From an optimization exercise on the open Yosys and OpenROAD flow, aimed at small area; shortcuts taken in it are not production practice.
RTL that was checked went through simulation tests only; none was proved equivalent to the original.
The flow treats the clock pin as an ideal source, which a real chip does not have.

==> inputs of 12-13 <==
## MULTI_32bit
module MULTI_32bit(clk, rst, A, B, F);
  input clk, rst;
  input [31:0] A;
  input [31:0] B;
  output reg [31:0] F;
  reg [22:0] r1a, r1b;
  reg [7:0] r1e;
  reg r1s;
  always @(posedge clk) begin
    r1a <= A[22:0];
    r1b <= B[22:0];
    r1e <= A[30:23] + B[30:23] + 8'd151;  
    r1s <= A[31] ^ B[31];
  end
  wire [45:0] prod;
  wire [24:0] t3;   
  wire ag1;
  wire ap2;
  assign ag1 = 1'b0;
  assign ap2 = r1a[0];
  wire ag3;
  wire ap4;
  and_cell u_ag3 (.a(r1a[1]), .b(r1a[0]), .y(ag3));
  xor_cell u_ap4 (.a(r1a[1]), .b(r1a[0]), .y(ap4));
  wire ag5;
  wire ap6;
  and_cell u_ag5 (.a(r1a[2]), .b(r1a[1]), .y(ag5));
  xor_cell u_ap6 (.a(r1a[2]), .b(r1a[1]), .y(ap6));
  wire ag7;
  wire ap8;
  and_cell u_ag7 (.a(r1a[3]), .b(r1a[2]), .y(ag7));
  xor_cell u_ap8 (.a(r1a[3]), .b(r1a[2]), .y(ap8));
  wire ag9;
  wire ap10;
  and_cell u_ag9 (.a(r1a[4]), .b(r1a[3]), .y(ag9));
  xor_cell u_ap10 (.a(r1a[4]), .b(r1a[3]), .y(ap10));
  wire ag11;
  wire ap12;
  and_cell u_ag11 (.a(r1a[5]), .b(r1a[4]), .y(ag11));
  xor_cell u_ap12 (.a(r1a[5]), .b(r1a[4]), .y(ap12));
  wire ag13;
  wire ap14;
  and_cell u_ag13 (.a(r1a[6]), .b(r1a[5]), .y(ag13));
  xor_cell u_ap14 (.a(r1a[6]), .b(r1a[5]), .y(ap14));
  wire ag15;
  wire ap16;
  and_cell u_ag15 (.a(r1a[7]), .b(r1a[6]), .y(ag15));
  xor_cell u_ap16 (.a(r1a[7]), .b(r1a[6]), .y(ap16));
  wire ag17;
  wire ap18;
  and_cell u_ag17 (.a(r1a[8]), .b(r1a[7]), .y(ag17));
  xor_cell u_ap18 (.a(r1a[8]), .b(r1a[7]), .y(ap18));
  wire ag19;
  wire ap20;
  and_cell u_ag19 (.a(r1a[9]), .b(r1a[8]), .y(ag19));
  xor_cell u_ap20 (.a(r1a[9]), .b(r1a[8]), .y(ap20));
  wire ag21;
  wire ap22;
  and_cell u_ag21 (.a(r1a[10]), .b(r1a[9]), .y(ag21));
  xor_cell u_ap22 (.a(r1a[10]), .b(r1a[9]), .y(ap22));
  wire ag23;
  wire ap24;
  ...
==> flow/config.mk <==
export PLATFORM = sky130hd
export DESIGN_NAME = MULTI_32bit
export DESIGN_NICKNAME = MULTI_32bit
export VERILOG_FILES = /design/flow/design.v
export SDC_FILE = /design/flow/constraint.sdc
export NUM_CORES = 4
export LEC_CHECK = 0
export CAP_MARGIN = 20
export CORE_MARGIN = 2
export CORE_UTILIZATION = 40
export PLACE_DENSITY = 0.5
export SLEW_MARGIN = 20
export SYNTH_HIERARCHICAL = 1
export SYNTH_MINIMUM_KEEP_SIZE = 0
==> flow/constraint.sdc <==
create_clock -name core_clock -period 8.0 [get_ports {clk}]
set_input_delay 1.6000 -clock core_clock [delete_from_list [all_inputs] [get_ports {clk}]]
set_output_delay 1.6000 -clock core_clock [all_outputs]
set_load 0.01 [all_outputs]
standard.sh (not shown) runs the stock make flow with config.mk's settings and CLKGATE_MAP_FILE= SYNTH_SCRIPT=/design/flow/synth_recipe.tcl, a recipe that flattens the netlist after the stock synthesis.
==> flow/flow/run.sh <==
#!/bin/bash
# Own layout flow: the standard ORFS flow (standard.sh, unchanged synthesis) with
#  - port buffers of a small buffer cell instead of the default delay buffer,
#  - every combinational cell set to its smallest drive strength after floorplan,
#    so that the later repair steps only upsize what timing, slew and load need.
set -euo pipefail
W=$(pwd)
export POST_FLOORPLAN_TCL=$W/flow/downsize.tcl
if [[ -f $W/flow/port_buffer ]]; then
  export BUFFER_PORTS_ARGS="-buffer_cell $(cat $W/flow/port_buffer)"
fi
if [[ -f $W/flow/recover.tcl ]]; then
  export POST_CTS_TCL=$W/flow/recover.tcl
fi
if [[ -f $W/flow/cts_args ]]; then
  export CTS_ARGS="$(cat $W/flow/cts_args)"
fi
bash standard.sh > $W/standard_flow.log 2>&1
Other scripts of this flow, unchanged in this note and not shown: flow/flow/cts_args, flow/flow/downsize.tcl, flow/flow/port_buffer
==> 01-20: changes against 12-13 <==
--- a/flow/config.mk
+++ b/flow/config.mk
@@ -6,9 +6,11 @@
 export NUM_CORES = 4
 export LEC_CHECK = 0
 export CAP_MARGIN = 20
+export CELL_PAD_IN_SITES_DETAIL_PLACEMENT = 2
+export CELL_PAD_IN_SITES_GLOBAL_PLACEMENT = 2
 export CORE_MARGIN = 2
-export CORE_UTILIZATION = 40
-export PLACE_DENSITY = 0.5
+export CORE_UTILIZATION = 35
+export PLACE_DENSITY = 0.45
 export SLEW_MARGIN = 20
 export SYNTH_HIERARCHICAL = 1
 export SYNTH_MINIMUM_KEEP_SIZE = 0
==> qor summary <==
item	12-13	01-20
Outcome	finished clean	finished clean
Final Cycle Share	94.4%	94.5%
Worst path max stage delay	0.54 ns	0.70 ns
Post-route setup slack	0.449 ns	0.440 ns
Final cell area excluding filler cells	0.0164 sq mm	0.0166 sq mm
Slew headroom	21.6%	19.5%
GRT met2 Usage	42.7%	45.6%
Last weighted congestion value of the routability-driven placer	0.881	0.868
N_taps	461	532
Wire length of the first global-routing pass	83.2 mm	95.2 mm
Via count normalized by instance count	7.04	6.89
Number of cells on the worst reg-to-reg path	26	24

==> garnet <==
Another version of the RTL of MULTI_32bit (not shown whole).
==> flow/config.mk <==
export PLATFORM = sky130hd
export DESIGN_NAME = MULTI_32bit
export DESIGN_NICKNAME = MULTI_32bit
export VERILOG_FILES = /design/flow/design.v
export SDC_FILE = /design/flow/constraint.sdc
export NUM_CORES = 4
export LEC_CHECK = 0
export CAP_MARGIN = 20
export CORE_MARGIN = 2
export CORE_UTILIZATION = 55
export CTS_BUF_LIST = sky130_fd_sc_hd__clkbuf_4
export SLEW_MARGIN = 20
export SYNTH_HIERARCHICAL = 1
export SYNTH_MINIMUM_KEEP_SIZE = 0
==> flow/constraint.sdc <==
create_clock -name core_clock -period 8.0 [get_ports {clk}]
set_input_delay 1.6000 -clock core_clock [delete_from_list [all_inputs] [get_ports {clk}]]
set_output_delay 1.6000 -clock core_clock [all_outputs]
set_load 0.01 [all_outputs]
==> flow/flow/run.sh <==
#!/bin/bash
# Own layout flow: the standard ORFS flow (standard.sh, unchanged synthesis) with
#  - port buffers of a small buffer cell instead of the default delay buffer,
#  - every combinational cell set to its smallest drive strength after floorplan,
#    so that the later repair steps only upsize what timing, slew and load need.
set -euo pipefail
W=$(pwd)
export POST_FLOORPLAN_TCL=$W/flow/downsize.tcl
if [[ -f $W/flow/port_buffer ]]; then
  export BUFFER_PORTS_ARGS="-buffer_cell $(cat $W/flow/port_buffer)"
fi
bash standard.sh > $W/standard_flow.log 2>&1
==> flow/flow/port_buffer <==
sky130_fd_sc_hd__buf_1
Other scripts of this flow, unchanged in this note and not shown: flow/flow/downsize.tcl
==> fjord: changes against garnet <==
--- a/flow/design.v
+++ b/flow/design.v
@@ -1952,85 +1952,120 @@
   wire P777;
   assign G776 = g608 | (p609 & G732);
   assign P777 = p609 & P733;
   wire G778;
   wire P779;
   assign G778 = g612 | (p613 & G712);
   assign P779 = p613 & P713;
-  assign prod[0] = p525;
-  assign prod[1] = p527 ^ g524;
-  assign prod[2] = p529 ^ G616;
-  assign prod[3] = p531 ^ G736;
-  assign prod[4] = p533 ^ G662;
-  assign prod[5] = p535 ^ G738;
-  assign prod[6] = p537 ^ G714;
-  assign prod[7] = p539 ^ G740;
-  assign prod[8] = p541 ^ G684;
-  assign prod[9] = p543 ^ G742;
-  assign prod[10] = p545 ^ G716;
-  assign prod[11] = p547 ^ G744;
-  assign prod[12] = p549 ^ G704;
-  assign prod[13] = p551 ^ G746;
-  assign prod[14] = p553 ^ G718;
-  assign prod[15] = p555 ^ G748;
-  assign prod[16] = p557 ^ G694;
-  assign prod[17] = p559 ^ G750;
-  assign prod[18] = p561 ^ G720;
-  assign prod[19] = p563 ^ G752;
-  assign prod[20] = p565 ^ G706;
-  assign prod[21] = p567 ^ G754;
-  assign prod[22] = p569 ^ G722;
-  assign prod[23] = p571 ^ G756;
-  assign prod[24] = p573 ^ G700;
-  assign prod[25] = p575 ^ G758;
-  assign prod[26] = p577 ^ G724;
-  assign prod[27] = p579 ^ G760;
-  assign prod[28] = p581 ^ G708;
-  assign prod[29] = p583 ^ G762;
-  assign prod[30] = p585 ^ G726;
-  assign prod[31] = p587 ^ G764;
-  assign prod[32] = p589 ^ G698;
-  assign prod[33] = p591 ^ G766;
-  assign prod[34] = p593 ^ G728;
-  assign prod[35] = p595 ^ G768;
-  assign prod[36] = p597 ^ G710;
-  assign prod[37] = p599 ^ G770;
-  assign prod[38] = p601 ^ G730;
-  assign prod[39] = p603 ^ G772;
-  assign prod[40] = p605 ^ G702;
-  assign prod[41] = p607 ^ G774;
-  assign prod[42] = p609 ^ G732;
-  assign prod[43] = p611 ^ G776;
-  assign prod[44] = p613 ^ G712;
-  assign prod[45] = p615 ^ G778;
+  assign prod[0] = ~p525;
+  assign prod[1] = ~(p527 ^ g524);
+  assign prod[2] = ~(p529 ^ G616);
+  assign prod[3] = ~(p531 ^ G736);
+  assign prod[4] = ~(p533 ^ G662);
+  assign prod[5] = ~(p535 ^ G738);
+  assign prod[6] = ~(p537 ^ G714);
+  assign prod[7] = ~(p539 ^ G740);
+  assign prod[8] = ~(p541 ^ G684);
+  assign prod[9] = ~(p543 ^ G742);
+  assign prod[10] = ~(p545 ^ G716);
+  assign prod[11] = ~(p547 ^ G744);
+  assign prod[12] = ~(p549 ^ G704);
+  assign prod[13] = ~(p551 ^ G746);
+  assign prod[14] = ~(p553 ^ G718);
+  assign prod[15] = ~(p555 ^ G748);
+  assign prod[16] = ~(p557 ^ G694);
+  assign prod[17] = ~(p559 ^ G750);
+  assign prod[18] = ~(p561 ^ G720);
+  assign prod[19] = ~(p563 ^ G752);
+  assign prod[20] = ~(p565 ^ G706);
+  assign prod[21] = ~(p567 ^ G754);
+  assign prod[22] = ~(p569 ^ G722);
+  assign prod[23] = ~(p571 ^ G756);
+  assign prod[24] = ~(p573 ^ G700);
+  assign prod[25] = ~(p575 ^ G758);
+  assign prod[26] = ~(p577 ^ G724);
+  assign prod[27] = ~(p579 ^ G760);
+  assign prod[28] = ~(p581 ^ G708);
+  assign prod[29] = ~(p583 ^ G762);
+  assign prod[30] = ~(p585 ^ G726);
+  assign prod[31] = ~(p587 ^ G764);
+  assign prod[32] = ~(p589 ^ G698);
+  assign prod[33] = ~(p591 ^ G766);
+  assign prod[34] = ~(p593 ^ G728);
+  assign prod[35] = ~(p595 ^ G768);
+  assign prod[36] = ~(p597 ^ G710);
+  assign prod[37] = ~(p599 ^ G770);
+  assign prod[38] = ~(p601 ^ G730);
+  assign prod[39] = ~(p603 ^ G772);
+  assign prod[40] = ~(p605 ^ G702);
+  assign prod[41] = ~(p607 ^ G774);
+  assign prod[42] = ~(p609 ^ G732);
+  assign prod[43] = ~(p611 ^ G776);
+  assign prod[44] = ~(p613 ^ G712);
+  assign prod[45] = ~(p615 ^ G778);
   reg [45:0] r1p;
   reg [7:0] r1e;
   reg r1s;
   reg [31:0] r2;
   always @(posedge clk) begin
     r1p <= prod;
     r1e <= A[30:23] + B[30:23] + 8'd151;  
     r1s <= A[31] ^ B[31];
   end
-  reg [4:0] sh;
-  integer k;
-  wire [22:0] lzv = {r1p[45:25], r1p[24] | r1p[23], 1'b1};
-  always @(*) begin
-    sh = 5'd22;
-    for (k = 0; k < 23; k = k + 1)
-      if (lzv[k]) sh = 22 - k;
-  end
-  wire [45:0] nsh = r1p << sh;
-  wire [22:0] nman = nsh[44:22];
-  wire [7:0] nexp = r1e - {3'b0, sh};
+  wire [30:0] nres;
+  nrm u_nrm (.Dn(r1p), .e(r1e), .o(nres));
+  wire [7:0] nexp = nres[30:23];
+  wire [22:0] nman = nres[22:0];
   always @(posedge clk) begin
     r2 <= {r1s, nexp, nman};
     F <= r2;
   end
 endmodule
+module nrm(input [45:0] Dn, input [7:0] e, output [30:0] o);
+  wire [7:0] Z;
+  genvar g;
+  generate for (g = 0; g < 7; g = g + 1) begin : zg
+    if (g < 6) assign Z[g] = &Dn[45-3*g -: 3];
+    else assign Z[g] = &Dn[27:25];
+  end endgenerate
+  assign Z[7] = 1'b0;
+  wire q1 = Z[0] & Z[1] & Z[2];
+  wire q2 = q1 & Z[3] & Z[4] & Z[5];
+  wire qa0 = ~q1, qa1 = q1 & ~q2, qa2 = q2;
+  wire zr0 = qa0 ? Z[0] : (qa1 ? Z[3] : Z[6]);
+  wire zr1 = qa0 ? Z[1] : (qa1 & Z[4]);
+  wire rb0 = ~zr0, rb1 = zr0 & ~zr1, rb2 = zr0 & zr1;
+  wire [45:0] v1;    
+  wire [45:0] v2n;   
+  genvar x;
+  generate for (x = 0; x < 46; x = x + 1) begin : la
+    if (x < 14) assign v1[x] = 1'b0;
+    else if (x < 18) aoi22_cell ua (.a0(Dn[x]), .a1(Dn[x-9]), .one(qa0), .two(qa1), .y(v1[x]));
+    else aoi222_cell ua (.a(Dn[x]), .b(Dn[x-9]), .c(Dn[x-18]), .sa(qa0), .sb(qa1), .sc(qa2), .y(v1[x]));
+  end endgenerate
+  generate for (x = 0; x < 46; x = x + 1) begin : lb
+    if (x < 20) assign v2n[x] = 1'b1;
+    else aoi222_cell ub (.a(v1[x]), .b(v1[x-3]), .c(v1[x-6]), .sa(rb0), .sb(rb1), .sc(rb2), .y(v2n[x]));
+  end endgenerate
+  wire s21 = qa2 & rb1;
+  wire t0 = ~v2n[45] | (s21 & ~Dn[23]);
+  wire t1 = ~t0 & (~v2n[44] | s21);
+  wire t2 = ~t0 & ~t1;
+  wire [22:0] man;
+  generate for (x = 0; x < 23; x = x + 1) begin : lc
+    aoi222_cell uc (.a(v2n[22+x]), .b(v2n[21+x]), .c(v2n[20+x]), .sa(t0), .sb(t1), .sc(t2), .y(man[x]));
+  end endgenerate
+  wire [4:0] sh = (qa1 ? 5'd9 : qa2 ? 5'd18 : 5'd0) + (rb1 ? 5'd3 : rb2 ? 5'd6 : 5'd0) + (t1 ? 5'd1 : t2 ? 5'd2 : 5'd0);
+  assign o = {e - {3'b0, sh}, man};
+endmodule
+module aoi222_cell(a, b, c, sa, sb, sc, y);
+  input a, b, c, sa, sb, sc;
+  output y;
+  assign y = ~((sa & a) | (sb & b) | (sc & c));
+endmodule
 module fa_cell(a, b, c, s, co);
   input a, b, c;
   output s, co;
   assign s = a ^ b ^ c;
   assign co = (a & b) | (a & c) | (b & c);
 endmodule
 module ha_cell(a, b, s, co);
--- a/flow/flow/run.sh
+++ b/flow/flow/run.sh
@@ -5,8 +5,11 @@
 #    so that the later repair steps only upsize what timing, slew and load need.
 set -euo pipefail
 W=$(pwd)
 export POST_FLOORPLAN_TCL=$W/flow/downsize.tcl
 if [[ -f $W/flow/port_buffer ]]; then
   export BUFFER_PORTS_ARGS="-buffer_cell $(cat $W/flow/port_buffer)"
 fi
+if [[ -f $W/flow/cts_args ]]; then
+  export CTS_ARGS="$(cat $W/flow/cts_args)"
+fi
 bash standard.sh > $W/standard_flow.log 2>&1
==> flow/flow/cts_args (new file) <==
-sink_clustering_enable -repair_clock_nets -dont_use_dummy_load -buf_list {sky130_fd_sc_hd__clkbuf_4 sky130_fd_sc_hd__clkbuf_8}
Settings changed: CTS_BUF_LIST sky130_fd_sc_hd__clkbuf_4 to default.
==> cedar: changes against garnet <==
removed: flow/flow/port_buffer
==> notes.md <==
item	cedar	fjord	garnet
Status	finished clean	finished clean	finished clean
Fraction of layout instances using a drive strength above 1	8.502%	7.902%	8.029%
Library cell contributing the largest single delay on the critical path	o41ai_1	ha_1	fa_1
Detail-routed via count per cell	6.163	6.218	6.164
Fin area	0.01964 mm^2	0.01766 mm^2	0.01875 mm^2
Sum of routed wire length over all layers	52,220 um	45,240 um	51,640 um
Number of inserted diodes	1	0	2
Max Fclk	0.1302 GHz	0.1338 GHz	0.1330 GHz
Count of different cell masters after synthesis	76	48	76
Final weighted congestion of routability-driven global placement	0.9087	0.9228	0.8993
Non-clk invs	53	64	53
Pin count of the biggest net entering global routing	62	40	62
Post-detailed-placement cell area	0.01933 mm^2	0.01743 mm^2	0.01847 mm^2
Initial antenna violation count	1	0	2
Adder-Cell Fraction of Synth Area	28.58%	31.05%	28.58%
Share of synthesized area occupied by flip-flops and latches	13.06%	13.96%	13.06%
Function not checked in garnet and cedar: the RTL went through the layout flow alone.

==> what the ideal ports hide <==
Ports are ideal in the flow. The routed layouts listed here were re-timed in OpenROAD.
Step 1 assumes that a clkbuf_16 drives the clock port and a buf_2 every other input.
Step 2 moves the port delays by t, midway between the first and last clock arrival at a register: inputs arrive t later, outputs are due t later. That takes back most of the time a late clock gives input paths.
Slacks: ideal ports / drivers / drivers and shift; pairs: ideal ports / drivers.
run	shift t [ns]	setup WS [ns]	latest minus earliest clock arrival (ns)
12-13	0.525	0.449 / 0.449 / 0.449	0.021 / 0.022
01-20	0.607	0.440 / 0.440 / 0.440	0.031 / 0.031
garnet	0.563	0.483 / 0.500 / -0.063	0.020 / 0.020
fjord	0.435	0.525 / 0.540 / 0.105	0.040 / 0.040
cedar	0.546	0.319 / 0.336 / -0.210	0.023 / 0.024
Met with ideal ports but missed after step 2: setup timing in garnet and cedar. The setup slack of garnet, which loses most, moves by +0.017 ns with the drivers and by -0.546 ns with both steps.
